Background: an optimization exercise with open tools, aiming at small area. Do not read the settings as production practice. In this exercise RTL edits were held to simulation tests only and were not proved equivalent to the original. Power figures rest on the tool's default switching activity, not on a simulated workload.

## axi_stream_insert_header
module axi_stream_insert_header #(
parameter DATA_WD = 256,
parameter DATA_BYTE_WD = DATA_WD / 8,
parameter BYTE_CNT_WD = $clog2(DATA_BYTE_WD)
) (
input clk,
input rst_n,
input valid_in,
input [DATA_WD-1 : 0] data_in,
input [DATA_BYTE_WD-1 : 0] keep_in,
input last_in,
output ready_in,
output valid_out,
output [DATA_WD-1 : 0] data_out,
output [DATA_BYTE_WD-1 : 0] keep_out,
output last_out,
input ready_out,
input valid_insert,
input [DATA_WD-1 : 0] data_insert,
input [DATA_BYTE_WD-1 : 0] keep_insert,
input [BYTE_CNT_WD-1 : 0] byte_insert_cnt,
output ready_insert
);
==> flow/config.mk <==
export PLATFORM = sky130hd
export DESIGN_NAME = axi_stream_insert_header
export DESIGN_NICKNAME = axi_stream_insert_header
export VERILOG_FILES = /design/flow/design.v
export SDC_FILE = /design/flow/constraint.sdc
export NUM_CORES = 4
export LEC_CHECK = 0
export CAP_MARGIN = 30
export CORE_MARGIN = 2
export CORE_UTILIZATION = 45
export CTS_BUF_LIST = sky130_fd_sc_hd__clkbuf_4 sky130_fd_sc_hd__clkbuf_8
export CTS_CLUSTER_DIAMETER = 80
export CTS_CLUSTER_SIZE = 12
export SLEW_MARGIN = 25
export SYNTH_HIERARCHICAL = 1
==> flow/constraint.sdc <==
create_clock -name core_clock -period 5.0 [get_ports {clk}]
set_input_delay 1.0000 -clock core_clock [delete_from_list [all_inputs] [get_ports {clk}]]
set_output_delay 1.0000 -clock core_clock [all_outputs]
set_load 0.01 [all_outputs]
run.sh (not shown) runs the stock make flow with config.mk's settings and CLKGATE_MAP_FILE= SYNTH_SCRIPT=/design/flow/synth_recipe.tcl, a recipe that flattens the netlist after the stock synthesis.
Edit:
==> flow/flow/run.sh (new file) <==
#!/bin/bash
# The standard layout (standard.sh), with two changes to how the layout
# is made: the port buffers use the smallest buffer cell, and clock tree
# synthesis adds no dummy loads, clusters up to 16 registers per leaf buffer
# and builds the tree from clkbuf_4/clkbuf_8.
set -euo pipefail
bash standard.sh \
  "BUFFER_PORTS_ARGS=-buffer_cell sky130_fd_sc_hd__buf_1" \
  "CTS_ARGS=-sink_clustering_enable -repair_clock_nets -dont_use_dummy_load -sink_clustering_size 16 -sink_clustering_max_diameter 100 -buf_list {sky130_fd_sc_hd__clkbuf_4 sky130_fd_sc_hd__clkbuf_8}" \
  finish > standard_flow.log 2>&1
==> flow/standard.sh (new file) <==
#!/bin/bash
# synth_recipe.tcl (not shown) runs the flow's synth.tcl, then flattens the netlist and writes it again
# the make line also repeats each setting of config.mk as NAME=value (left out here)
make -C /OpenROAD-flow-scripts/flow DESIGN_CONFIG=/design/flow/config.mk WORK_HOME=/design/flow/orfs CLKGATE_MAP_FILE= SYNTH_SCRIPT=/design/flow/synth_recipe.tcl "${@:-finish}"
- CAP_MARGIN: 30 -> 35
- CTS_BUF_LIST: sky130_fd_sc_hd__clkbuf_4 sky130_fd_sc_hd__clkbuf_8 -> default
- CTS_CLUSTER_DIAMETER: 80 -> default
- CTS_CLUSTER_SIZE: 12 -> default
removed: flow/run.sh
Outcome: Combinational power goes down by roughly a tenth. Fmax went up by about a fifth. Routed wire length falls slightly. Design area is lower by roughly a tenth. Final cell count decreases slightly.
Edit:
==> flow/flow/run.sh (replaced) <==
#!/bin/bash
# The standard layout (standard.sh), with two changes to how the layout
# is made: the port buffers use the smallest buffer cell, and clock tree
# synthesis adds no dummy loads, clusters up to 12 registers per leaf buffer
# and builds the tree from clkbuf_4/clkbuf_8.
set -euo pipefail
bash standard.sh \
  "BUFFER_PORTS_ARGS=-buffer_cell sky130_fd_sc_hd__buf_1" \
  "CTS_ARGS=-sink_clustering_enable -repair_clock_nets -dont_use_dummy_load -sink_clustering_size 12 -sink_clustering_max_diameter 80 -buf_list {sky130_fd_sc_hd__clkbuf_4 sky130_fd_sc_hd__clkbuf_8}" \
  finish > standard_flow.log 2>&1
- CAP_MARGIN: 35 -> 30
Result: Via count stays flat; core utilization goes up by 0.15 points; sequential share of layout area fell by 0.13 points; first-iteration DRC count increases by 1.1%; wire length is about the same; sequential cell count stays the same; worst hold slack loses 0.058 ns.

== v11 ==
The RTL this note starts from:
==> flow/design.v <==
`timescale 1ns/1ps
module axi_stream_insert_header #(
parameter DATA_WD = 256,
parameter DATA_BYTE_WD = DATA_WD / 8,
parameter BYTE_CNT_WD = $clog2(DATA_BYTE_WD)
) (
input clk,
input rst_n,
input valid_in,
input [DATA_WD-1 : 0] data_in,
input [DATA_BYTE_WD-1 : 0] keep_in,
input last_in,
output ready_in,
output valid_out,
output [DATA_WD-1 : 0] data_out,
output [DATA_BYTE_WD-1 : 0] keep_out,
output last_out,
input ready_out,
input valid_insert,
input [DATA_WD-1 : 0] data_insert,
input [DATA_BYTE_WD-1 : 0] keep_insert,
input [BYTE_CNT_WD-1 : 0] byte_insert_cnt,
output ready_insert
);
localparam LW = 9;
localparam NB = DATA_BYTE_WD;
localparam W  = NB * LW;
assign ready_in = ready_out;
assign ready_insert = ready_out;
reg valid_s;        
reg mode_r;         
reg kflag;          
reg valid_out_r;
reg [BYTE_CNT_WD-1:0] cnt_r;    
reg [BYTE_CNT_WD-1:0] cnt_n;    
reg acc_r;          
reg rdy_r;          
reg last_out_r;
reg [W-1:0] hi_n;   
reg [W-1:0] lo_n;   
reg [W-1:0] out_r;
wire acc = valid_in & ready_out;
wire hdr = ~valid_s & valid_insert & acc;       
wire en  = acc & (valid_s | valid_insert);      
wire vs_next = (last_in & acc) ? 1'b0 : (valid_insert & acc) ? 1'b1 : valid_s;
wire [W-1:0] in_l, ins_l;
genvar g;
generate for (g = 0; g < NB; g = g + 1) begin : pk
    assign in_l[g*LW +: LW]  = {keep_in[g], data_in[g*8 +: 8]};
    assign ins_l[g*LW +: LW] = {keep_insert[g], data_insert[g*8 +: 8]};
end endgenerate
wire ld      = en | (~valid_s & mode_r);    
wire ld_hold = ~ld;
wire hi_in   = hdr & last_in;               
wire hi_ins  = hdr & ~last_in;              
wire hi_lo   = ld & ~hdr;                   
wire lo_in   = ld & (valid_s | hi_ins);
wire [W-1:0] hi_d, lo_d;
axi_stream_insert_header_load #(.W(W)) u_load (
    .hi_n(hi_n), .lo_n(lo_n), .in_l(in_l), .ins_l(ins_l),
    .hold_n(ld), .hi_in(hi_in), .hi_ins(hi_ins), .hold(ld_hold), .hi_lo_n(~hi_lo), .lo_in(lo_in),
    .hi_d(hi_d), .lo_d(lo_d));
wire [BYTE_CNT_WD-1:0] ksel = valid_s ? cnt_r : byte_insert_cnt;
always @(posedge clk, negedge rst_n) begin
    if (!rst_n) begin
        valid_s <= 1'b0;
        mode_r <= 1'b0;
        kflag <= 1'b0;
        valid_out_r <= 1'b0;
    end else begin
        valid_s <= vs_next;
        mode_r <= vs_next | valid_s;
        if (en)
            kflag <= keep_in[ksel];
        valid_out_r <= rdy_r & (mode_r ? acc_r : kflag);
    end
end
always @(posedge clk) begin
    acc_r <= acc;
    rdy_r <= ready_out;
    if (hdr) begin
        cnt_r <= byte_insert_cnt;
        cnt_n <= ~byte_insert_cnt;
    end
    last_out_r <= (last_in & acc & ~kflag) | (~mode_r & kflag & rdy_r);
    lo_n <= lo_d;
    hi_n <= hi_d;
end
wire [(2*NB-1)*LW-1:0] st [0:BYTE_CNT_WD];
assign st[0] = {hi_n, lo_n[W-1:LW]};
genvar k;
generate for (k = BYTE_CNT_WD-1; k >= 0; k = k - 1) begin : sh
    localparam I = BYTE_CNT_WD-1-k;        
    localparam N = (NB + (1 << k) - 1) * LW;    
    assign st[I+1][N-1:0] = ~((st[I][N + (1 << k)*LW - 1 : (1 << k)*LW] | {N{cnt_n[k]}}) &
                              (st[I][N-1:0]                             | {N{cnt_r[k]}}));
    if (N < (2*NB-1)*LW) begin : pad
        assign st[I+1][(2*NB-1)*LW-1:N] = {((2*NB-1)*LW-N){1'b0}};
    end
end endgenerate
wire [W-1:0] win = (BYTE_CNT_WD % 2) ? st[BYTE_CNT_WD][W-1:0] : ~st[BYTE_CNT_WD][W-1:0];
always @(posedge clk)
    out_r <= win;
generate for (g = 0; g < NB; g = g + 1) begin : upk
    assign data_out[g*8 +: 8] = out_r[g*LW +: 8];
    assign keep_out[g] = out_r[g*LW + 8];
end endgenerate
assign valid_out = valid_out_r;
assign last_out = last_out_r;
endmodule
module axi_stream_insert_header_load #(
parameter W = 288
) (
input [W-1:0] hi_n,
input [W-1:0] lo_n,
input [W-1:0] in_l,
input [W-1:0] ins_l,
input hold,
input hold_n,
input hi_in,
input hi_ins,
input hi_lo_n,
input lo_in,
output [W-1:0] hi_d,
output [W-1:0] lo_d
);
wire [W-1:0] keep_hi = ~((hi_n | {W{hold_n}}) & (lo_n | {W{hi_lo_n}}));
axi_stream_insert_header_sel #(.W(W)) u_sel (
    .in_l(in_l), .ins_l(ins_l), .hi_in(hi_in), .hi_ins(hi_ins), .keep_hi(keep_hi), .hi_d(hi_d));
assign lo_d = ~((~lo_n & ~{W{hold_n}}) | (in_l & {W{lo_in}}));
endmodule
module axi_stream_insert_header_sel #(
parameter W = 288
) (
input [W-1:0] in_l,
input [W-1:0] ins_l,
input hi_in,
input hi_ins,
input [W-1:0] keep_hi,
output [W-1:0] hi_d
);
assign hi_d = ~((in_l & {W{hi_in}}) | (ins_l & {W{hi_ins}}) | keep_hi);
endmodule
export LEC_CHECK = 0
export CAP_MARGIN = 20
export CORE_MARGIN = 2
export CORE_UTILIZATION = 45
export SLEW_MARGIN = 20
export SYNTH_HIERARCHICAL = 1
create_clock -name core_clock -period 5.0 [get_ports {clk}]
standard.sh (not shown) runs the stock make flow with config.mk's settings and CLKGATE_MAP_FILE= SYNTH_SCRIPT=/design/flow/synth_recipe.tcl, a recipe that flattens the netlist after the stock synthesis.
==> flow/flow/run.sh <==
#!/bin/bash
# The standard layout (standard.sh), with two changes to how the layout
# is made: the port buffers use the smallest buffer cell, and clock tree
# synthesis adds no dummy loads and builds the tree from clkbuf_4/clkbuf_8.
set -euo pipefail
bash standard.sh \
  "BUFFER_PORTS_ARGS=-buffer_cell sky130_fd_sc_hd__buf_1" \
  "CTS_ARGS=-sink_clustering_enable -repair_clock_nets -dont_use_dummy_load -buf_list {sky130_fd_sc_hd__clkbuf_4 sky130_fd_sc_hd__clkbuf_8}" \
  finish > standard_flow.log 2>&1
Inputs modified between v11 and v19:
Settings: a change of SLEW_MARGIN from 20 to 25; a change of CAP_MARGIN from 20 to 35.
==> flow/flow/run.sh <==
#!/bin/bash
# The standard layout (standard.sh), with two changes to how the layout
# is made: the port buffers use the smallest buffer cell, and clock tree
# synthesis adds no dummy loads, clusters up to 16 registers per leaf buffer
# and builds the tree from clkbuf_4/clkbuf_8.
set -euo pipefail
bash standard.sh \
  "BUFFER_PORTS_ARGS=-buffer_cell sky130_fd_sc_hd__buf_1" \
  "CTS_ARGS=-sink_clustering_enable -repair_clock_nets -dont_use_dummy_load -sink_clustering_size 16 -sink_clustering_max_diameter 100 -buf_list {sky130_fd_sc_hd__clkbuf_4 sky130_fd_sc_hd__clkbuf_8}" \
  finish > standard_flow.log 2>&1
==> run summary <==
Measured against each other, v19 and v11 differ in net switching share of the total power, the lower figure coming from v11.
Clock group share of total power: v19 vs v11 down 6.2 points
Higher design internal power was reported by v11, not v19.
Compared with v11, v19 shows clock-buffer cell count lower by 81.
[compare] base=v11 new=v19: post-detailed-routing wire length held steady, cell area after layout saw a decrease, sum of net half-perimeters after detailed placement was more or less identical, leakage power figure saw a decrease.
Share of the clock period used by the worst path (lower): v19
Compared with v11, v19 is more frugal on power.

[port drivers added, routing unchanged]
How much do the figures lean on ideal ports? The routed layouts below were timed once more, with nothing changed but the port constraints. Step 1: set_driving_cell puts a clkbuf_16 on clk and a buf_2 on each other input, an assumption about the parent block. Step 2 also shifts input and output timing later by t, the mid clock arrival at the registers, as if the neighbouring blocks saw the same clock. a / b / c = ideal ports / drivers / drivers and shift; a / b = the first two.
run | t, ns | setup WS [ns] | worst setup path after step 2 | cell pins on the clock port's net
the first run of note 1 | 0.820 | 0.768 / 0.779 / -0.041 | input to register | 1
the second run of note 1 | 0.790 | 1.332 / 1.332 / 0.619 | input to register | 1
the third run of note 1 | 0.783 | 1.167 / 1.167 / 0.531 | input to register | 1
v11 | 0.912 | 0.945 / 0.945 / 0.945 | register to register | 1
v19 | 0.791 | 1.142 / 1.142 / 1.142 | register to register | 1
With both steps, setup timing fails in the first run of note 1, where it was met with ideal ports. The setup slack of the first run of note 1, which loses most, moves by +0.011 ns with the drivers and by -0.809 ns with both steps.
